What follows belongs to an exercise in optimizing a design on an open flow for small area; a production flow would make more cautious choices.
Function was checked by simulation only, so behaviour that the tests miss may differ from the original.
No driver is modelled on the clock port, so clocking that relies on it looks cheaper here than on a real chip.
No activity file was given, so power comes from the tool's default toggle rates.

## design/flow/design.v

```verilog
module sync_controller(
	input clk,
	input rst,
	input bkgd_in,
	input start_sync,
	output [19:0] count,       
	output inverted,
	output [19:0] sync_length,
	output reg ready,
	output reg [2:0] state
);
localparam S_IDLE = 3'd0;
localparam S_SENDING_SYNC = 3'd1;
localparam S_WAITING_FOR_SETTLE = 3'd2;
localparam S_WAITING_FOR_PULL_LOW = 3'd3;
localparam S_COUNTING_SYNC = 3'd4;
reg [19:0] cnt;
assign inverted = state == S_SENDING_SYNC || state == S_WAITING_FOR_SETTLE ||
	(state == S_IDLE && !ready);
assign count = cnt;
assign sync_length = inverted ? 20'd6500 : cnt;
wire down_zero = &cnt[12:0];
wire [19:0] cnt_inc = cnt + 1'd1;
always @(posedge clk) begin
	if (rst) begin
		state <= S_IDLE;
		cnt <= ~20'd6500;
		ready <= 0;
	end else if (start_sync) begin
		state <= S_SENDING_SYNC;
		cnt <= ~20'd6500;
		ready <= 0;
	end else begin
		case (state)
		S_SENDING_SYNC:
			if (down_zero) begin
				state <= S_WAITING_FOR_SETTLE;
				cnt[12:0] <= ~13'h0f;
			end else
				cnt <= cnt_inc;
		S_WAITING_FOR_SETTLE:
			if (down_zero) begin
				state <= S_WAITING_FOR_PULL_LOW;
				cnt <= 20'd0;
			end else
				cnt <= cnt_inc;
		S_WAITING_FOR_PULL_LOW:
			if (!bkgd_in)
				state <= S_COUNTING_SYNC;
		S_COUNTING_SYNC:
			if (bkgd_in) begin
				state <= S_IDLE;
				ready <= 1;
			end else
				cnt <= cnt_inc;
		default: ;
		endcase
	end
end
endmodule
module bdc_clk_pulse_generator(
	input clk,
	input rst,
	output bdc_clk_pulse,
	input [19:0] sync_length,
	input set_sync_length
);
reg [13:0] counter;
reg [19:0] target_time;  
reg [6:0] frac;
reg carry;
reg stall;
assign bdc_clk_pulse = counter == 0;
reg at_end;
integer i;
always @(*) begin
	at_end = 1'b0;
	for (i = 0; i < 13; i = i + 1)
		at_end = (counter[i] & !target_time[7 + i]) | (at_end & !(counter[i] ^ target_time[7 + i]));
	at_end = at_end | counter[13];
end
reg [7:0] frac_sum;
reg fc;
always @(*) begin
	fc = 1'b0;
	for (i = 0; i < 7; i = i + 1) begin
		frac_sum[i] = frac[i] ^ target_time[i] ^ fc;
		fc = (frac[i] & target_time[i]) | (fc & (frac[i] ^ target_time[i]));
	end
	frac_sum[7] = fc;
end
always @(posedge clk) begin
	if (rst) begin
		counter <= 0;
		target_time <= 0;
		frac <= 0;
		carry <= 0;
		stall <= 0;
	end else if (set_sync_length) begin
		target_time <= sync_length;
		frac <= sync_length[6:0];
		carry <= 0;
		stall <= 0;
		if (stall)
			counter <= counter + 1'd1;
	end else if (at_end && carry && !stall) begin
		stall <= 1;
	end else if (at_end) begin
		counter <= 0;
		stall <= 0;
		{carry, frac} <= frac_sum;
	end else begin
		counter <= counter + 1'd1;
	end
end
endmodule
module bdm(
	input clk,
	input rst,
	input bkgd_in,
	output bkgd_out,
	output bkgd_is_high_z,
	output mcu_pwr,
	output mcu_vpp,
	input do_read,
	input do_write,
	input do_start_mcu,
	input do_stop_mcu,
	input do_delay,
	input do_echo_test,
	input do_enable_vpp,
	input do_disable_vpp,
	input do_echo_sync_value,
	input do_resync,
	input [7:0] data_in,
	output [7:0] data_out,
	output ready,
	output reg valid,
	output [3:0] debug
);
localparam ST_IDLE        = 4'd0;
localparam ST_BOOT_SEND   = 4'd3;   
localparam ST_BOOT_STABLE = 4'd8;   
localparam ST_SYNC_START  = 4'd11;   
localparam ST_SYNCING     = 4'd1;
localparam ST_W_SEND      = 4'd9;
localparam ST_W_WAIT      = 4'd13;   
localparam ST_R_RX        = 4'd15;
localparam ST_R_REPLY     = 4'd7;   
localparam ST_R_BIT       = 4'd5;
localparam ST_R_DONE      = 4'd4;
localparam ST_ONE         = 4'd14;  
localparam ST_DELAY       = 4'd2;
localparam ST_ESYNC_HI    = 4'd12;
localparam ST_ESYNC_LO    = 4'd6;
localparam ST_SET_CLOCK   = 4'd10;  
reg [3:0] state;
reg [3:0] tclk;
reg [8:0] data;
reg pwr;
reg vpp_enabled;
wire [19:0] sync_count;
wire [19:0] sync_cnt;
wire sync_inverted;
wire [2:0] sync_state;
wire sync_ready;
wire bdc_clk_pulse;
sync_controller sync_controller(
	.clk(clk),
	.rst(rst || do_stop_mcu || do_resync),
	.bkgd_in(bkgd_in),
	.start_sync(state == ST_SYNC_START),
	.count(sync_cnt),
	.inverted(sync_inverted),
	.sync_length(sync_count),
	.ready(sync_ready),
	.state(sync_state)
);
bdc_clk_pulse_generator bdc_clk_pulse_generator(
	.clk(clk),
	.rst(rst),
	.bdc_clk_pulse(bdc_clk_pulse),
	.sync_length(sync_count),
	.set_sync_length(state == ST_SET_CLOCK)
);
assign debug = {1'b0, sync_state};
assign bkgd_out = 1'd0;
assign mcu_pwr = pwr;
assign mcu_vpp = vpp_enabled;
wire sync_sending = sync_state == 3'd1;
assign bkgd_is_high_z = !(state == ST_BOOT_SEND || state == ST_W_WAIT || state == ST_R_REPLY ||
	((state == ST_SYNC_START || state == ST_SYNCING) && sync_sending));
assign ready = (state == ST_IDLE || state == ST_SET_CLOCK) && !do_start_mcu && !do_stop_mcu && !do_read && !do_write &&
	!do_delay && !do_echo_test && !do_echo_sync_value && !do_resync;
wire echo_hi = state == ST_ESYNC_HI;
wire echo_lo = state == ST_ESYNC_LO;
wire [7:0] out_sel =
	echo_hi ? {sync_cnt[15:13] & {3{!sync_inverted}}, sync_cnt[12:8]} :
	echo_lo ? sync_cnt[7:0] :
	data[7:0];
assign data_out = out_sel ^ {{3{echo_lo && sync_inverted}}, {5{(echo_hi || echo_lo) && sync_inverted}}};
wire [10:0] timer = {data[6:0], tclk};
wire timer_zero = timer == 11'd0;
wire tclk_zero = tclk == 4'd0;
wire [10:0] timer_dec = timer - 1'd1;
wire load_cmd = do_start_mcu | do_read | do_write | do_delay | do_echo_test;
wire [3:0] state_cmd =
	({4{do_start_mcu}} & ST_BOOT_SEND) |
	({4{do_read}} & ST_R_RX) |
	({4{do_write}} & ST_W_SEND) |
	({4{do_delay}} & ST_DELAY) |
	({4{do_echo_test}} & ST_ONE) |
	({4{do_echo_sync_value}} & ST_ESYNC_HI) |
	({4{do_resync}} & ST_SYNC_START);
wire [12:0] load_value =
	({13{do_start_mcu}} & {2'd0, 11'd1451}) |
	({13{do_read}} & {9'd1, 4'd0}) |
	({13{do_write}} & {data_in, 1'b1, 4'd0}) |
	({13{do_delay}} & {5'd0, data_in[3:0], 4'd0}) |
	({13{do_echo_test}} & {1'b0, data_in, 4'd0});
reg [3:0] fsm_state;
reg [8:0] fsm_data;
reg [3:0] fsm_tclk;
reg set_pwr;
always @(*) begin
	fsm_state = ST_IDLE;
	fsm_data = data;
	fsm_tclk = tclk;
	set_pwr = 1'b0;
	case (state)
	ST_BOOT_SEND: begin
		set_pwr = timer == 11'd1201;
		if (timer_zero) begin
			fsm_state = ST_BOOT_STABLE;
			{fsm_data[6:0], fsm_tclk} = 11'd501;
		end else begin
			fsm_state = ST_BOOT_SEND;
			{fsm_data[6:0], fsm_tclk} = timer_dec;
		end
	end
	ST_BOOT_STABLE:
		if (timer_zero)
			fsm_state = ST_SYNC_START;
		else begin
			fsm_state = ST_BOOT_STABLE;
			{fsm_data[6:0], fsm_tclk} = timer_dec;
		end
	ST_SYNC_START, ST_SYNCING:
		fsm_state = sync_ready ? ST_SET_CLOCK : ST_SYNCING;
	ST_W_SEND, ST_W_WAIT, ST_R_RX, ST_R_REPLY, ST_R_BIT: begin
		fsm_state = state;
		if (!tclk_zero) begin
			if (bdc_clk_pulse)
				fsm_tclk = timer_dec[3:0];
		end else case (state)
		ST_W_SEND:
			if (data[7:0] != 8'd0) begin
				fsm_state = ST_W_WAIT;
				fsm_tclk = data[8] ? 4'd4 : 4'd14;
			end else
				fsm_state = ST_ONE;
		ST_W_WAIT: begin
			fsm_state = ST_W_SEND;
			fsm_tclk = data[8] ? 4'd14 : 4'd4;
			fsm_data = {data[7:0], 1'b0};
		end
		ST_R_RX:
			if (!data[8]) begin
				fsm_state = ST_R_REPLY;
				fsm_tclk = 4'd3;
			end else
				fsm_state = ST_R_DONE;
		ST_R_REPLY: begin
			fsm_state = ST_R_BIT;
			fsm_tclk = 4'd7;
		end
		default: begin  
			fsm_state = ST_R_RX;
			fsm_tclk = 4'd6;
			fsm_data = {data[7:0], bkgd_in};
		end
		endcase
	end
	ST_DELAY:
		if (!timer_zero) begin
			fsm_state = ST_DELAY;
			{fsm_data[6:0], fsm_tclk} = timer_dec;
		end
	ST_ESYNC_HI:
		fsm_state = ST_ESYNC_LO;
	default: ;  
	endcase
end
always @(posedge clk) begin
	valid <= !rst && (do_echo_test || do_echo_sync_value || state == ST_ESYNC_HI || state == ST_R_DONE);
	if (rst) begin
		state <= ST_IDLE;
		vpp_enabled <= 0;
		pwr <= 0;
	end else begin
		state <= state_cmd | fsm_state;
		if (load_cmd)
			{data, tclk} <= load_value;
		else
			{data, tclk} <= {fsm_data, fsm_tclk};
		if (do_enable_vpp)
			vpp_enabled <= 1;
		if (do_disable_vpp)
			vpp_enabled <= 0;
		if (state == ST_IDLE && sync_state == 3'd0 && !sync_ready)
			pwr <= 0;
		if (set_pwr)
			pwr <= 1;
	end
end
endmodule
```

## design/flow/flow/run.sh

```bash
#!/bin/bash
# Own layout flow: the standard flow (standard.sh) with these changes.
# 1. Synthesis: ABC maps the combinational logic with an area-oriented script
#    (abc_area.script) in place of ORFS's delay-oriented abc_speed.script; the
#    script copy below differs from ORFS's scripts in that one file only.
#    Everything before ABC (registers, their names and cells) is unchanged.
# 2. Placement: the port buffers that buffer_ports adds are buf_1 cells.
# 3. Clock tree: clkbuf_8 buffers (as config.mk's CTS_BUF_LIST) and no dummy
#    loads; the other clock_tree_synthesis options are ORFS's defaults.
# Every other step is the standard flow's. Each tool's output goes to a log
# here (run_synth.log, run_layout.log) and under orfs/logs/.
set -euo pipefail
W=$(pwd)
S="$W/orfs_scripts_area"
rm -rf "$S"
cp -r "$FLOW_HOME/scripts" "$S"
cp "$W/flow/abc_area.script" "$S/abc_speed.script"
bash "$W/standard.sh" SCRIPTS_DIR="$S" synth > "$W/run_synth.log" 2>&1
bash "$W/standard.sh" \
  BUFFER_PORTS_ARGS="-buffer_cell sky130_fd_sc_hd__buf_1" \
  CTS_ARGS="-repair_clock_nets -buf_list sky130_fd_sc_hd__clkbuf_8 -dont_use_dummy_load" \
  finish > "$W/run_layout.log" 2>&1
```

## design/flow/flow/abc_area.script

```
strash
&get -n
&deepsyn -J 200 -T 250
&put
&get -n
&dch -f
&nf -R 1000 -F 10
&put
```

## design/flow/standard.sh

```bash
#!/bin/bash
# synth_recipe.tcl (not shown) runs the flow's synth.tcl, then flattens the netlist and writes it again
# the make line also repeats each setting of config.mk as NAME=value (left out here)
make -C /OpenROAD-flow-scripts/flow DESIGN_CONFIG=/design/flow/config.mk WORK_HOME=/design/flow/orfs CLKGATE_MAP_FILE= SYNTH_SCRIPT=/design/flow/synth_recipe.tcl "${@:-finish}"
```

## design/flow/config.mk

```make
export PLATFORM = sky130hd
export DESIGN_NAME = bdm
export DESIGN_NICKNAME = bdm
export VERILOG_FILES = /design/flow/design.v
export SDC_FILE = /design/flow/constraint.sdc
export NUM_CORES = 4
export LEC_CHECK = 0
export CAP_MARGIN = 20
export CORE_MARGIN = 2
export CORE_UTILIZATION = 40
export CTS_BUF_LIST = sky130_fd_sc_hd__clkbuf_8
export SLEW_MARGIN = 20
```

## design/flow/constraint.sdc

```tcl
create_clock -name core_clock -period 5.0 [get_ports {clk}]
set_input_delay 1.0000 -clock core_clock [delete_from_list [all_inputs] [get_ports {clk}]]
set_output_delay 1.0000 -clock core_clock [all_outputs]
set_load 0.01 [all_outputs]
```

==> results of run 1 <==
-- logic make-up after synthesis --
group	synth area share (%)
buffers and inverters	3.276
other	0.08182
adders and majority gates	7.535
DFF	40.84
xor gates and xnor gates	1.911
AOI/OAI and AO/OA	23.12
and+or+nand+nor	23.01
muxes	0.2184
-- state kept, by name, summed over array words and instances (netlist names) --
name / cells
bdc_clk_pulse_generator.carry: 1
sync_controller.state: 3
bdc_clk_pulse_generator.stall: 1
sync_controller.cnt: 20
state: 4
data: 9
valid: 1
sync_controller.ready: 1
tclk: 4
bdc_clk_pulse_generator.target_time: 20
pwr: 1
bdc_clk_pulse_generator.frac: 7
vpp_enabled: 1
bdc_clk_pulse_generator.counter: 14
-- critical path: stages (launching register included) --
cell and delay, ns:
dfxtp_1 0.43, ha_1 0.26, nor3b_1 0.13, o21a_1 0.15
o21ai_0 0.14, nand2b_1 0.08, a21oi_1 0.16, nor2b_1 0.06
o21ai_0 0.14, nand2b_1 0.07, a21oi_1 0.15, nor2b_1 0.06
o21ai_0 0.15, nand2b_1 0.07, a21oi_1 0.14, nor2b_1 0.06
o21ai_0 0.20, nand2_1 0.11, o21ai_0 0.16, buf_4 0.16
and2_0 0.19, and4_1 0.25, and3_1 0.20, and3_1 0.20
and3_1 0.20, and3_1 0.20, and3_1 0.16, nor3_1 0.05
-- power by group --
group	total, mW	internal [mW]	switching, mW	leakage, nW
Sequential	0.776	0.739	0.0366	0.724
Clock	0.375	0.161	0.213	0.0647
Combinational	0.265	0.104	0.162	1.05
-- path summary, 6_finish.rpt --
check / from / end / slack, ns / depth (start not counted)
worst max register to register: bdc_clk_pulse_generator.counter[1] / bdc_clk_pulse_generator.counter[13] / 0.49 / 27
worst min register to register: bdc_clk_pulse_generator.target_time[2] / bdc_clk_pulse_generator.target_time[2] / 0.46 / 2
worst min-delay path: bdc_clk_pulse_generator.target_time[2] / bdc_clk_pulse_generator.target_time[2] / 0.46 / 2
worst max-delay path: bdc_clk_pulse_generator.counter[1] / bdc_clk_pulse_generator.counter[13] / 0.49 / 27
-- per-stage QoR --
stage | cell area [µm²] | power, mW
2_1_floorplan | 4587 | 0.9634
3_3_place_gp | 4931 | 1.049
3_5_place_dp | 4931 | 1.059
4_1_cts | 5055 | 1.437
5_1_grt | 5057 | 1.500
6_report | 5057 | 1.416
-- metal layers --
metal / global-route usage (%) / routed length (µm) / vias to the layer above
li1: - / - / 2092
met1: 28.04 / 5604 / 1999
met2: 31.62 / 5542 / 143
met3: 4.210 / 694 / 17
met4: 7.160 / 217 / 0
met5: 0 / 0 / -
-- cell type report --
cell class                 instances  share of cell area (%)
clock buffer                       9                   2.449
inverter                          36                   2.672
multi-input combinational        405                   50.77
sequential                        87                   37.01
tap                              143                   3.538
timing repair buffer              42                   3.563
-- cell usage in the layout (no fill, tap or decap), types with 8 or more instances in the layout --
| master | instances |
|---|---|
| nor3_1 | 38 |
| clkinv_1 | 36 |
| buf_1 | 36 |
| ha_1 | 18 |
| a21oi_1 | 43 |
| and2_0 | 9 |
| o31ai_1 | 8 |
| nand2b_1 | 14 |
| clkbuf_8 | 9 |
| edfxtp_1 | 13 |
| nand2_1 | 32 |
| o21ai_0 | 34 |
| dfxtp_1 | 74 |
| a222oi_1 | 9 |
| a22o_1 | 16 |
| nor2_1 | 52 |
| nand3_1 | 15 |
| a22oi_1 | 12 |
| and3_1 | 17 |
==> flow_metrics.tcl, run 1 <==
set metrics [dict create \
    vias_per_cell 5.888 \
    yosys_warnings 3 \
    cts_buffers 9 \
    antenna_cells 0 \
    pin_count 39 \
    drv_slew 0 \
    synth-seq-cells 87 \
    clkSinkCount 87 \
    p_leak_nw 1.841 \
    utilization_pct 44.67 \
    dpl_worst_slack_ns 0.4605 \
    clkTransAtPathRegs_ns 0.07 \
    ys.flop_type "dfxtp_1" \
    grt_max_degree 19 \
    die-area_um2 12330 \
    fin_crit_sh_pct 90.23 \
    cp.arrival_ns 4.70 \
    skew_ns 0.02037 \
    ir_drop_mv 0.1968 \
    stdcell_count 722 \
    syn_to_final_growth_pct 10.35 \
    portBuffers 36 \
    worstSetupStartpointType "register" \
    async_reset_ff_share_pct 0 \
    slew_headroom_pct 37.82 \
    antenna_found_initial 0 \
    tritoncts "built" \
    ys_types 51 \
    synthTopCellsByCount "74 x dfxtp_1, 53 x nor2_1, 43 x a21oi_1" \
    die_h_um 111.0 \
    cts_resized 0 \
    ys_seq_area_share_pct 40.84 \
    status "no timing/DRC/antenna violations" \
    p_per_area_nw_per_um2 280.0 \
    gr-total-overflow 0 \
    fill_cells 1137 \
    setup_viol 0 \
    holdWs_ns 0.4597 \
    place_inst 713 \
    setup_slack_ns 0.4887 \
    ctsHoldBuffers 0 \
    synth_area_leaders "dfxtp_1 32%, edfxtp_1 8.5%, ha_1 4.9%, a21oi_1 4.7%, nor2_1 4.3%" \
    crit_fanout 6 \
    cp.required_ns 5.19 \
    wirelength_um 12060 \
    placementRows 39 \
    detail-route-antenna-nets 0 \
    gp_congestion 0.8960 \
    synth.most_common_cell "dfxtp_1" \
    design.core.area_um2 11320 \
    synth_top_area_share_pct 32.32 \
    hpwl_um 9264 \
    worst_pin_slew_ns 0.9293 \
    start_util_pct 40.48 \
    hold_viol_final 0 \
    grt_pass1_vias 4036 \
    detail_route.wl_per_cell_um 16.70 \
    holdCritPathClass "reg2reg" \
    grt_pass1_wl_um 20130 \
    drc 0 \
    end_kind "register" \
    layout-drive-gt1-share_pct 2.763 \
    period_minus_slack_ns 4.511 \
    vias 4251 \
    netlist_instances 529 \
    fin_nets 626 \
    post_cts_buffers 0 \
    register_area_um2 1872 \
    clk_latency_ns 0.36 \
    grt_use_total_pct 20.28 \
    synth_area_leader_cell "dfxtp_1" \
    multi_input_area_um2 2567 \
    crit_type "reg2reg" \
    rsz0062_at_grt "false" \
    die_w_um 111.0 \
    drt_iter0_drc 273 \
    maxCapViolations 0 \
    fmax_mhz 221.7 \
    syn_avg_cell_area_um2 8.664 \
    firstDrtPassIters 5 \
    synth-edff-count 13 \
    setup_tns_ns 0 \
    synth_area_um2 4583 \
]
==> run 2: changes to the inputs <==
--- a/design/flow/design.v
+++ b/design/flow/design.v
@@ -76,7 +76,7 @@
 always @(*) begin
 	at_end = 1'b0;
 	for (i = 0; i < 13; i = i + 1)
-		at_end = (counter[i] & !target_time[7 + i]) | (at_end & !(counter[i] ^ target_time[7 + i]));
+		at_end = (counter[i] & !target_time[7 + i]) | (counter[i] & at_end) | (!target_time[7 + i] & at_end);
 	at_end = at_end | counter[13];
 end
 reg [7:0] frac_sum;
--- a/design/flow/flow/run.sh
+++ b/design/flow/flow/run.sh
@@ -18,5 +18,5 @@
 bash "$W/standard.sh" SCRIPTS_DIR="$S" synth > "$W/run_synth.log" 2>&1
 bash "$W/standard.sh" \
   BUFFER_PORTS_ARGS="-buffer_cell sky130_fd_sc_hd__buf_1" \
-  CTS_ARGS="-repair_clock_nets -buf_list sky130_fd_sc_hd__clkbuf_8 -dont_use_dummy_load" \
+  CTS_ARGS="-sink_clustering_enable -repair_clock_nets -buf_list sky130_fd_sc_hd__clkbuf_8 -dont_use_dummy_load" \
   finish > "$W/run_layout.log" 2>&1
==> run 2 against run 1 <==
  * Still clean
  * Non-clock buffer count shrank 1
  * Via count shrank 0.64%
  * Register-to-register slack gained 0.26 ns
  * Total power shrank 1.2%
  * Cell count shrank 0.55%
  * Count of clock-buffer cells in the layout is the same
  * Utilization grew 0.76 points
  * Maximum frequency grew 6.2%
  * Area after synthesis shrank 2.1%
  * Sequential share of layout area grew 0.82 points
  * Die area shrank 2.0%
  * Hold slack lost 0.010 ns
  * Critical endpoint unchanged
==> flow_metrics.tcl, run 2 <==
set metrics [dict create \
    async_reset_ff_share_pct 0 \
    portBuffers 36 \
    die_h_um 109.9 \
    grt_pass1_vias 3844 \
    worstSetupStartpointType "register" \
    clkSinkCount 87 \
    layout_commonest_cell "dfxtp_1" \
    antenna_found_initial 0 \
    ctsHoldBuffers 0 \
    synth_area_leader_cell "dfxtp_1" \
    cellInternalPower_mw 0.9905 \
    hold_end "bdc_clk_pulse_generator.target_time[8]" \
    fill_cells 1071 \
    r2r_end "bdc_clk_pulse_generator.counter[13]" \
    yosys_warnings 3 \
    power_frac_seq_pct 55.0 \
    ys_types 51 \
    synthTopCellsByCount "74 x dfxtp_1, 51 x nand2_1, 50 x nor2_1" \
    synth-adder-area-share_pct 4.796 \
    pin_count 39 \
    tritoncts "built" \
    detail-route-antenna-nets 0 \
    whs_path_depth 2 \
    placementRows 38 \
    vias_per_cell 5.883 \
    clk_latency_ns 0.36 \
    synthSimpleGateAreaFrac_pct 21.58 \
    antenna_cells 0 \
    reg2reg_slack_ns 0.75 \
    layout-drive-gt1-share_pct 2.422 \
    synth-edff-count 13 \
    clkTransAtPathRegs_ns 0.09 \
    start_util_pct 41.21 \
    detail_route.wl_per_cell_um 17.28 \
    maxCapViolations 0 \
    synth_top_family_by_area "compound AO/OA/AOI/OAI gates" \
    synth-compound-area-share_pct 25.77 \
    synth-seq-cells 87 \
    syn_avg_cell_area_um2 8.482 \
    swShare_pct 29.22 \
    slew_headroom_pct 43.62 \
    cts_buffers 9 \
    ys.flop_type "dfxtp_1" \
    fin_crit_sh_pct 84.97 \
    dpl_worst_slack_ns 0.7493 \
    grt_use_total_pct 21.82 \
    netlist_instances 529 \
    setup_slack_ns 0.7515 \
    largestRegisters "bdc_clk_pulse_generator.target_time: 20 flops, sync_controller.cnt: 20 flops, bdc_clk_pulse_generator.counter: 14 flops" \
    ys_seq_area_share_pct 41.72 \
    rsz0062_at_grt "false" \
    synth.area.mux_share_pct 0.9760 \
    p_leak_nw 1.766 \
    crit_fanout 7 \
    grt_pass1_wl_um 20210 \
    synth_top_area_share_pct 33.02 \
    cp.required_ns 5.29 \
    skew_ns 0.03010 \
    synth_area_um2 4487 \
    hold_viol_final 0 \
    syn_to_final_growth_pct 10.26 \
    drc 0 \
    grt_max_degree 22 \
    final_cell_mix "74 x dfxtp_1, 51 x nand2_1, 50 x nor2_1, 44 x a21oi_1, 40 x o21ai_0" \
    cts_resized 0 \
    design.core.area_um2 10890 \
    firstDrtPassIters 5 \
    die_w_um 109.9 \
    die-area_um2 12080 \
    setup_viol 0 \
    period_minus_slack_ns 4.249 \
    hpwl_um 9209 \
    post_cts_buffers 0 \
    power_frac_comb_pct 17.4 \
    setup_tns_ns 0 \
    gp_congestion 0.9803 \
    drt_iter0_drc 322 \
    clkPwrFrac_pct 27.5 \
    synth-xor-area-share_pct 2.147 \
    crit_type "reg2reg" \
    drv_slew 0 \
    synth.most_common_cell "dfxtp_1" \
    worst_pin_slew_ns 0.8425 \
    ir_drop_mv 0.1124 \
    p_switching_mw 0.4089 \
    p_per_area_nw_per_um2 282.9 \
    reg2regPathDepth 23 \
    status "no timing/DRC/antenna violations" \
    cp.arrival_ns 4.54 \
    wirelength_um 12410 \
    fin_nets 613 \
    r2r_start "bdc_clk_pulse_generator.counter[0]" \
    gr-total-overflow 0 \
    synth_area_leaders "dfxtp_1 33%, edfxtp_1 8.7%, a21oi_1 4.9%, o21ai_0 4.5%, nand2_1 4.3%" \
    end_kind "register" \
    holdCritPathClass "reg2reg" \
    min_from "bdc_clk_pulse_generator.target_time[8]" \
    fmax_mhz 235.4 \
    vias 4224 \
]
run 2: cell types whose count changed after synthesis, moves of 6 or more:
| cell | delta |
|---|---|
| a22oi_1 | -9 |
| a31oi_1 | +8 |
| ha_1 | -12 |
| nand2_1 | +19 |
| nor3_1 | -13 |
| o21ai_0 | +6 |
| o22ai_1 | +10 |
run 2: cell type report:
class | instances | area, µm² | area share [%]
clock buffer | 9 | 123.9 | 2.504
inverter | 31 | 116.4 | 2.352
multi-input combinational | 410 | 2487 | 50.28
sequential | 87 | 1872 | 37.84
tap | 140 | 175.2 | 3.541
timing repair buffer | 41 | 172.7 | 3.490
run 2: logic make-up (layout without fill, tap and decap cells):
| group | count (synthesis) | after routing |
|---|---|---|
| AND/OR/NAND/NOR | 201 | 201 |
| AO/OA/AOI/OAI | 178 | 178 |
| flip-flops | 87 | 87 |
| buffers and inverters | 33 | 81 |
| adder cells (fa/ha/maj) | 14 | 14 |
| XOR/XNOR | 11 | 11 |
| multiplexers | 4 | 4 |
| other | 1 | 2 |
run 2: worst max-delay path by stage:
stage,end,from,cells after the start,slack [ns]
floorplan,bdc_clk_pulse_generator.counter[13],bdc_clk_pulse_generator.counter[0],23,1.11
global placement,bdc_clk_pulse_generator.counter[13],bdc_clk_pulse_generator.counter[0],23,0.83
detailed placement,bdc_clk_pulse_generator.counter[13],bdc_clk_pulse_generator.counter[0],23,0.75
CTS,bdc_clk_pulse_generator.counter[13],bdc_clk_pulse_generator.counter[0],23,0.74
global route,bdc_clk_pulse_generator.counter[13],bdc_clk_pulse_generator.counter[0],23,0.22
finish,bdc_clk_pulse_generator.counter[13],bdc_clk_pulse_generator.counter[0],23,0.75
run 2: metrics by stage:
| step | cell area (µm²) | util, % | total power [mW] | cells | hold slack (ns) |
|---|---|---|---|---|---|
| after floorplan | 4491 | - | 0.9482 | 530 | 0.4201 |
| after global placement | 4823 | 44.30 | 1.024 | 709 | 0.4365 |
| after detailed placement | 4823 | 44.30 | 1.028 | 709 | 0.4379 |
| after CTS | 4947 | 45.44 | 1.409 | 718 | 0.4523 |
| after global routing | 4947 | 45.44 | 1.481 | 718 | 0.4721 |
| final | 4947 | 45.44 | 1.399 | 718 | 0.4497 |
run 2: worst max-delay path, stage by stage (launching register included):
cell and delay [ns]:
dfxtp_1 0.42, nand2b_1 0.09, maj3_1 0.36, a21oi_1 0.12
o2bb2ai_1 0.08, a21oi_1 0.14, a21oi_1 0.05, a21oi_1 0.11
o2bb2ai_1 0.08, maj3_1 0.34, a21oi_1 0.12, a2bb2oi_1 0.17
a21oi_1 0.05, o21ai_0 0.26, o21ai_0 0.29, nand2_1 0.15
nor3_1 0.07, and3_1 0.19, and2_0 0.18, and3_1 0.21
and3_1 0.21, and3_1 0.21, and3_1 0.18, nor3_1 0.11
run 2: routing by layer:
metal	vias up	wire length, µm	GRT usage, %
met5	-	0	0
met4	0	226	7.866
met3	20	778	3.912
met2	131	5481	31.90
met1	1993	5919	31.95
li1	2080	-	-
run 2: power groups by stage:
stage	sequential (mW)	combinational, mW	clock, mW
CTS	0.769	0.243	0.397
floorplan	0.775	0.173	0
global route	0.774	0.279	0.427
detailed placement	0.785	0.242	0
finish	0.770	0.244	0.386
global placement	0.785	0.239	0
==> run 3: changes to the inputs <==
--- a/design/flow/design.v
+++ b/design/flow/design.v
@@ -85,7 +85,7 @@
 	fc = 1'b0;
 	for (i = 0; i < 7; i = i + 1) begin
 		frac_sum[i] = frac[i] ^ target_time[i] ^ fc;
-		fc = (frac[i] & target_time[i]) | (fc & (frac[i] ^ target_time[i]));
+		fc = (frac[i] & target_time[i]) | (frac[i] & fc) | (target_time[i] & fc);
 	end
 	frac_sum[7] = fc;
 end
==> run 3 against run 2 <==
  * Sequential power hardly changed
  * First-iteration DRC count fell by 29%
  * Critical path depth stayed put
  * Still clean
  * Combinational power hardly changed
  * Largest power group unchanged
  * Maximum frequency is 6.2% higher
  * Flip-flop and latch count unchanged
  * Die area down 0.37%
  * Synthesized cell count shrank 0.19%
==> flow_metrics.tcl, run 3 <==
set metrics [dict create \
    status "no timing/DRC/antenna violations" \
    die-area_um2 12040 \
    fin_nets 613 \
    clkTransAtPathRegs_ns 0.07 \
    p_switching_mw 0.4080 \
    power_frac_comb_pct 17.5 \
    antenna_cells 0 \
    die_w_um 109.7 \
    crit_start "bdc_clk_pulse_generator.counter[1]" \
    firstDrtPassIters 8 \
    holdCritPathClass "reg2reg" \
    syn_avg_cell_area_um2 8.465 \
    grt_pass1_vias 3961 \
    clkPwrFrac_pct 27.3 \
    p_per_area_nw_per_um2 283.3 \
    crit_chain "clkinv_1 -> maj3_1 -> a21oi_1 -> o2bb2ai_1 -> o21ai_0 -> o2bb2ai_1 -> a21oi_1 -> a221oi_1 -> o2bb2ai_1 -> a21oi_1 -> a21oi_1 -> o21bai_1 -> nand2_1 -> o21bai_1 -> and2_0 -> nand3_1 -> nor2_1 -> and3_1 -> and3_1 -> and3_1 -> and3_1 -> and3_1 -> nor3_1" \
    p_leak_nw 1.763 \
    worst_pin_slew_ns 1.065 \
    ir_drop_mv 0.1373 \
    netlist_instances 528 \
    drv_slew 0 \
    min_from "bdc_clk_pulse_generator.target_time[6]" \
    skew_ns 0.02004 \
    detail-route-antenna-nets 0 \
    synthTopCellsByCount "74 x dfxtp_1, 51 x nand2_1, 44 x nor2_1" \
    async_reset_ff_share_pct 0 \
    pin_count 39 \
    crit_type "reg2reg" \
    ys_types 53 \
    synth.most_common_cell "dfxtp_1" \
    ys_seq_area_share_pct 41.88 \
    cp.arrival_ns 4.27 \
    synth_area_um2 4469 \
    design.core.area_um2 10890 \
    fin_crit_sh_pct 80.01 \
    synth-seq-cells 87 \
    grt_use_total_pct 21.38 \
    cts_buffers 9 \
    maxCapViolations 0 \
    ys.flop_type "dfxtp_1" \
    gr-total-overflow 0 \
    synth-edff-count 13 \
    wirelength_um 12040 \
    hpwl_um 9166 \
    placementRows 38 \
    drt_iter0_drc 229 \
    crit_fanout 6 \
    clkSinkCount 87 \
    synth_top_area_share_pct 33.15 \
    hold_viol_final 0 \
    cpPeakStageDelay_ns 0.38 \
    setup_slack_ns 0.9997 \
    vias_per_cell 5.940 \
    swShare_pct 29.18 \
    setup_viol 0 \
    synth_area_leaders "dfxtp_1 33%, edfxtp_1 8.7%, o21ai_0 4.8%, a21oi_1 4.7%, nand2_1 4.3%" \
    syn_to_final_growth_pct 10.41 \
    dpl_worst_slack_ns 1.070 \
    cellInternalPower_mw 0.9901 \
    synth_area_leader_cell "dfxtp_1" \
    rsz0062_at_grt "false" \
    fmax_mhz 250.0 \
    worstSetupStartpointType "register" \
    critPathTopFamily "simple AND/OR/NAND/NOR gates" \
    yosys_warnings 3 \
    vias 4265 \
    end_kind "register" \
    power_frac_seq_pct 55.2 \
    critPathSlowestCell "dfxtp_1" \
    layout_commonest_cell "dfxtp_1" \
    final_cell_mix "74 x dfxtp_1, 51 x nand2_1, 44 x nor2_1, 43 x o21ai_0, 42 x a21oi_1" \
    layout-drive-gt1-share_pct 2.595 \
    clk_latency_ns 0.36 \
    cts_resized 0 \
    tritoncts "built" \
    portBuffers 36 \
    grt_pass1_wl_um 19750 \
    period_minus_slack_ns 4.000 \
    antenna_found_initial 0 \
    detail_route.wl_per_cell_um 16.76 \
    post_cts_buffers 0 \
    setup_tns_ns 0 \
    largestRegisters "bdc_clk_pulse_generator.target_time: 20 flops, sync_controller.cnt: 20 flops, bdc_clk_pulse_generator.counter: 14 flops" \
    r2r_start "bdc_clk_pulse_generator.counter[1]" \
    cp.required_ns 5.27 \
    ctsHoldBuffers 0 \
    grt_max_degree 25 \
    slew_headroom_pct 28.33 \
    drc 0 \
    cp_common_cell "and3_1" \
    die_h_um 109.7 \
    crit_buf_inv 1 \
    gp_congestion 0.9191 \
    start_util_pct 41.05 \
]
run 3: layout make-up:
| class | count | area [µm²] |
|---|---|---|
| clock buffer | 9 | 123.9 |
| fill | 1084 | 5953 |
| inverter | 31 | 116.4 |
| multi-input combinational | 409 | 2470 |
| sequential | 87 | 1872 |
| tap | 140 | 175.2 |
| timing repair buffer | 42 | 177.7 |
run 3: power groups by stage:
stage	sequential, mW	combinational, mW	clock (mW)
finish	0.772	0.245	0.382
global route	0.776	0.276	0.423
CTS	0.771	0.244	0.399
detailed placement	0.787	0.241	0
global placement	0.786	0.235	0
floorplan	0.777	0.172	0
run 3: path summary, 6_finish.rpt:
path,endpoint,slack [ns],cells after the start
min reg2reg,bdc_clk_pulse_generator.target_time[6],0.45,2
max,bdc_clk_pulse_generator.counter[13],1.0,23
max reg2reg,bdc_clk_pulse_generator.counter[13],1.0,23
min,bdc_clk_pulse_generator.target_time[6],0.45,2
run 3: logic make-up after synthesis:
logic type / count (synthesis) / synth area share, %
XOR/XNOR: 8 / 1.568
buffers and inverters: 33 / 2.939
multiplexers: 2 / 0.4479
AND/OR/NAND/NOR: 213 / 23.29
other: 1 / 0.08391
flip-flops: 87 / 41.88
AO/OA/AOI/OAI: 171 / 25.20
adder cells (fa/ha/maj): 13 / 4.591
run 3: per-layer routing:
layer	part of all wire (%)	track usage, %	up-vias
met5	0	0	-
met4	2.9	10.31	0
met3	4.1	3.794	29
met2	48	35.14	114
met1	45	27.09	2033
li1	-	-	2089
run 3: worst register-to-register path, delay by kind of cell (launching register included):
| kind | cells | cell delay (ns) |
|---|---|---|
| simple gates | 10 | 1.71 |
| flops | 1 | 0.38 |
| fa+ha+maj | 1 | 0.35 |
| compound gates | 11 | 1.35 |
| buf+inv | 1 | 0.13 |
run 3: through the flow:
stage / cells / hold WS [ns] / utilization [%] / instance area (µm²) / power [mW]
floorplan: 529 / 0.4237 / - / 4473 / 0.9493
global placement: 708 / 0.4359 / 44.14 / 4806 / 1.021
detailed placement: 708 / 0.4439 / 44.14 / 4806 / 1.028
CTS: 717 / 0.4552 / 45.28 / 4930 / 1.413
global route: 718 / 0.4838 / 45.32 / 4935 / 1.475
finish: 718 / 0.4496 / 45.32 / 4935 / 1.398
==> run 4: changes to the inputs <==
--- a/design/flow/design.v
+++ b/design/flow/design.v
@@ -139,21 +139,21 @@
 	output [3:0] debug
 );
 localparam ST_IDLE        = 4'd0;
-localparam ST_BOOT_SEND   = 4'd3;   
-localparam ST_BOOT_STABLE = 4'd8;   
-localparam ST_SYNC_START  = 4'd11;   
+localparam ST_BOOT_SEND   = 4'd9;   
+localparam ST_BOOT_STABLE = 4'd14;   
+localparam ST_SYNC_START  = 4'd13;   
 localparam ST_SYNCING     = 4'd1;
-localparam ST_W_SEND      = 4'd9;
-localparam ST_W_WAIT      = 4'd13;   
-localparam ST_R_RX        = 4'd15;
-localparam ST_R_REPLY     = 4'd7;   
-localparam ST_R_BIT       = 4'd5;
-localparam ST_R_DONE      = 4'd4;
-localparam ST_ONE         = 4'd14;  
-localparam ST_DELAY       = 4'd2;
-localparam ST_ESYNC_HI    = 4'd12;
-localparam ST_ESYNC_LO    = 4'd6;
-localparam ST_SET_CLOCK   = 4'd10;  
+localparam ST_W_SEND      = 4'd15;
+localparam ST_W_WAIT      = 4'd4;   
+localparam ST_R_RX        = 4'd6;
+localparam ST_R_REPLY     = 4'd8;   
+localparam ST_R_BIT       = 4'd10;
+localparam ST_R_DONE      = 4'd2;
+localparam ST_ONE         = 4'd12;  
+localparam ST_DELAY       = 4'd7;
+localparam ST_ESYNC_HI    = 4'd3;
+localparam ST_ESYNC_LO    = 4'd5;
+localparam ST_SET_CLOCK   = 4'd11;  
 reg [3:0] state;
 reg [3:0] tclk;
 reg [8:0] data;
==> run 4 against run 3 <==
  * Still clean
  * Critical path depth is 1 lower
  * Non-clock buffer count is the same
  * First-iteration DRC count grew 28%
  * Area after synthesis fell by 0.48%
  * Synthesized cell count decreased by 1.9%
  * Cell count decreased by 1.4%
  * Hold slack better by 0.0034 ns
  * Combinational power grew 7%
  * Largest cell class unchanged
==> flow_metrics.tcl, run 4 <==
set metrics [dict create \
    p_switching_mw 0.4170 \
    maxCapViolations 0 \
    cpPeakStageDelay_ns 0.37 \
    swShare_pct 29.38 \
    critPathTopFamily "simple AND/OR/NAND/NOR gates" \
    worst_pin_slew_ns 0.8371 \
    fmax_mhz 217.7 \
    grt_pass1_vias 4013 \
    p_per_area_nw_per_um2 288.3 \
    cp.required_ns 5.29 \
    utilization_pct 45.41 \
    ys_types 57 \
    detail-route-antenna-nets 0 \
    final_cell_mix "74 x dfxtp_1, 48 x a21oi_1, 44 x nand2_1, 40 x nor2_1, 39 x o21ai_0" \
    holdCritPathClass "reg2reg" \
    synth_area_leaders "dfxtp_1 33%, edfxtp_1 8.8%, a21oi_1 5.4%, o21ai_0 4.5%, nand2_1 3.7%" \
    async_reset_ff_share_pct 0 \
    fill_cells 1074 \
    place_inst 699 \
    gp_congestion 0.9308 \
    synth_top_area_share_pct 33.31 \
    netlist_instances 518 \
    end_kind "register" \
    ir_drop_mv 0.1578 \
    crit_buf_inv 1 \
    yosys_warnings 3 \
    clkTransAtPathRegs_ns 0.09 \
    synth_area_leader_cell "dfxtp_1" \
    design.core.area_um2 10840 \
    ys.flop_type "dfxtp_1" \
    status "no timing/DRC/antenna violations" \
    hpwl_um 8966 \
    synthTopCellsByCount "74 x dfxtp_1, 48 x a21oi_1, 44 x nand2_1" \
    syn_avg_cell_area_um2 8.587 \
    period_minus_slack_ns 4.593 \
    power_frac_comb_pct 18.4 \
    crit_type "reg2reg" \
    synth-edff-count 13 \
    layout_commonest_cell "dfxtp_1" \
    post_cts_buffers 0 \
    portBuffers 36 \
    clkSinkCount 87 \
    syn_to_final_growth_pct 10.66 \
    die_h_um 109.5 \
    crit_chain "clkinv_1 -> maj3_1 -> maj3_1 -> maj3_1 -> o21ai_0 -> o2bb2ai_1 -> o21ai_0 -> a222oi_1 -> o2bb2ai_1 -> o21ai_0 -> o221ai_1 -> a22o_1 -> o21ai_2 -> a21oi_1 -> and3_1 -> and3_1 -> and2_0 -> and3_1 -> and3_1 -> and3_1 -> and3_1 -> nor3_1" \
    power_frac_seq_pct 54.3 \
    firstDrtPassIters 6 \
    crit_fanout 3 \
    grt_pass1_wl_um 19930 \
    setup_tns_ns 0 \
    placementRows 38 \
    start_util_pct 41.03 \
    skew_ns 0.02294 \
    antenna_found_initial 0 \
    layout-drive-gt1-share_pct 2.993 \
    clk_latency_ns 0.37 \
    cp_common_cell "and3_1" \
    synth-seq-cells 87 \
    cts_buffers 9 \
    vias 4197 \
    drv_slew 0 \
    ys_seq_area_share_pct 42.08 \
    wirelength_um 11910 \
    grt_max_degree 24 \
    ctsHoldBuffers 0 \
    gr-total-overflow 0 \
    drc 0 \
    rsz0062_at_grt "false" \
    drt_iter0_drc 292 \
    slew_headroom_pct 43.60 \
    tritoncts "built" \
    cp.arrival_ns 4.89 \
    synth.most_common_cell "dfxtp_1" \
    p_leak_nw 1.794 \
    detail_route.wl_per_cell_um 16.83 \
    setup_viol 0 \
    pin_count 39 \
    fin_crit_sh_pct 91.87 \
    hold_viol_final 0 \
    clkPwrFrac_pct 27.3 \
    die_w_um 109.5 \
    critPathSlowestCell "dfxtp_1" \
    vias_per_cell 5.928 \
    fin_nets 603 \
    worstSetupStartpointType "register" \
    antenna_cells 0 \
    largestRegisters "bdc_clk_pulse_generator.target_time: 20 flops, sync_controller.cnt: 20 flops, bdc_clk_pulse_generator.counter: 14 flops" \
    synth_area_um2 4448 \
    grt_use_total_pct 21.43 \
    stdcell_count 708 \
    cellInternalPower_mw 1.002 \
    die-area_um2 11980 \
]
[run 4: kinds of logic after synthesis]
logic type | count (synthesis) | synth area share, %
muxes | 1 | 0.2250
and+or+nand+nor | 195 | 21.72
adders and majority gates | 15 | 5.063
other | 1 | 0.08431
buffers and inverters | 33 | 2.953
AOI/OAI and AO/OA | 179 | 26.50
xor gates and xnor gates | 7 | 1.378
DFF | 87 | 42.08
[run 4: area by class of cell]
type / count / area, µm² / share of cell area [%]
clock buffers: 9 / 123.9 / 2.517
flip-flops and latches: 87 / 1872 / 38.03
well taps: 140 / 175.2 / 3.559
multi-input cells: 399 / 2455 / 49.87
inverters: 31 / 116.4 / 2.364
repair buffers: 42 / 180.2 / 3.660
[run 4: power by group through the flow]
stage	sequential [mW]	clock (mW)	combinational (mW)
after floorplan	0.775	0	0.177
after global placement	0.783	0	0.251
after detailed placement	0.785	0	0.255
after CTS	0.769	0.402	0.258
after global routing	0.774	0.425	0.296
final	0.770	0.388	0.261
[run 4: worst register-to-register path: cells and delay by family (launching register included)]
kind | cells | cell delay [ns]
simple gates | 8 | 1.60
compound gates | 10 | 1.33
buf+inv | 1 | 0.12
flops | 1 | 0.37
fa+ha+maj | 3 | 1.08
[run 4: routing by layer]
metal	vias up	GRT usage, %	part of all wire [%]
met4	0	7.957	1.9
met1	1965	27.60	45
met2	159	35.80	47
met3	22	3.912	6.4
li1	2051	-	-
met5	-	0	0
[run 4: stage by stage]
step / hold slack (ns) / cell area, µm² / setup slack (ns) / power [mW]
2_1_floorplan: 0.4237 / 4452 / 0.8098 / 0.9518
3_3_place_gp: 0.4363 / 4792 / 0.5608 / 1.034
3_5_place_dp: 0.4438 / 4795 / 0.3966 / 1.040
4_1_cts: 0.4570 / 4918 / 0.3368 / 1.429
5_1_grt: 0.4707 / 4922 / 0.05817 / 1.495
6_report: 0.4530 / 4922 / 0.4066 / 1.419
[run 4: path summary, 6_finish.rpt]
kind	cells after the start	to	from	slack, ns
worst max-delay path	22	bdc_clk_pulse_generator.counter[13]	bdc_clk_pulse_generator.counter[1]	0.41
worst min register to register	2	bdc_clk_pulse_generator.target_time[8]	bdc_clk_pulse_generator.target_time[8]	0.45
worst min-delay path	2	bdc_clk_pulse_generator.target_time[8]	bdc_clk_pulse_generator.target_time[8]	0.45
worst max register to register	22	bdc_clk_pulse_generator.counter[13]	bdc_clk_pulse_generator.counter[1]	0.41
[run 4: timing repair]
action                                 in CTS  in global routing
setup endpoints to repair                   0                  1
resized for setup                           0                  2
endpoints found under the hold margin       0                  0

==> afterwards: timing with drivers on the ports <==
Ports are ideal in the flow. The routed layouts listed here were re-timed in OpenROAD. Step 1 sets driving cells, clkbuf_16 on the clock port and buf_2 on the other inputs (assumed; they add their load-dependent delay and slew). Step 2 times the ports against the registers' clock, not the clock port: input delays grow and output delays shrink by t, the midpoint of the rising clock arrivals with the driver on. a / b / c = ideal / step 1 / step 2; a / b = the first two.
run	t, ns	setup WS [ns]	latest minus earliest clock arrival (ns)	slew at the worst register clock pin (ns)	worst data-port slew with drivers (ns)
run 1	0.383	0.489 / 0.489 / 0.489	0.021 / 0.021	0.08 / 0.08	0.03
run 2	0.381	0.751 / 0.751 / 0.751	0.030 / 0.031	0.09 / 0.09	0.04
run 3	0.388	1.000 / 1.000 / 1.000	0.020 / 0.021	0.09 / 0.09	0.03
run 4	0.390	0.407 / 0.407 / 0.407	0.022 / 0.023	0.09 / 0.09	0.04
After both steps setup and hold are still met in every run listed.
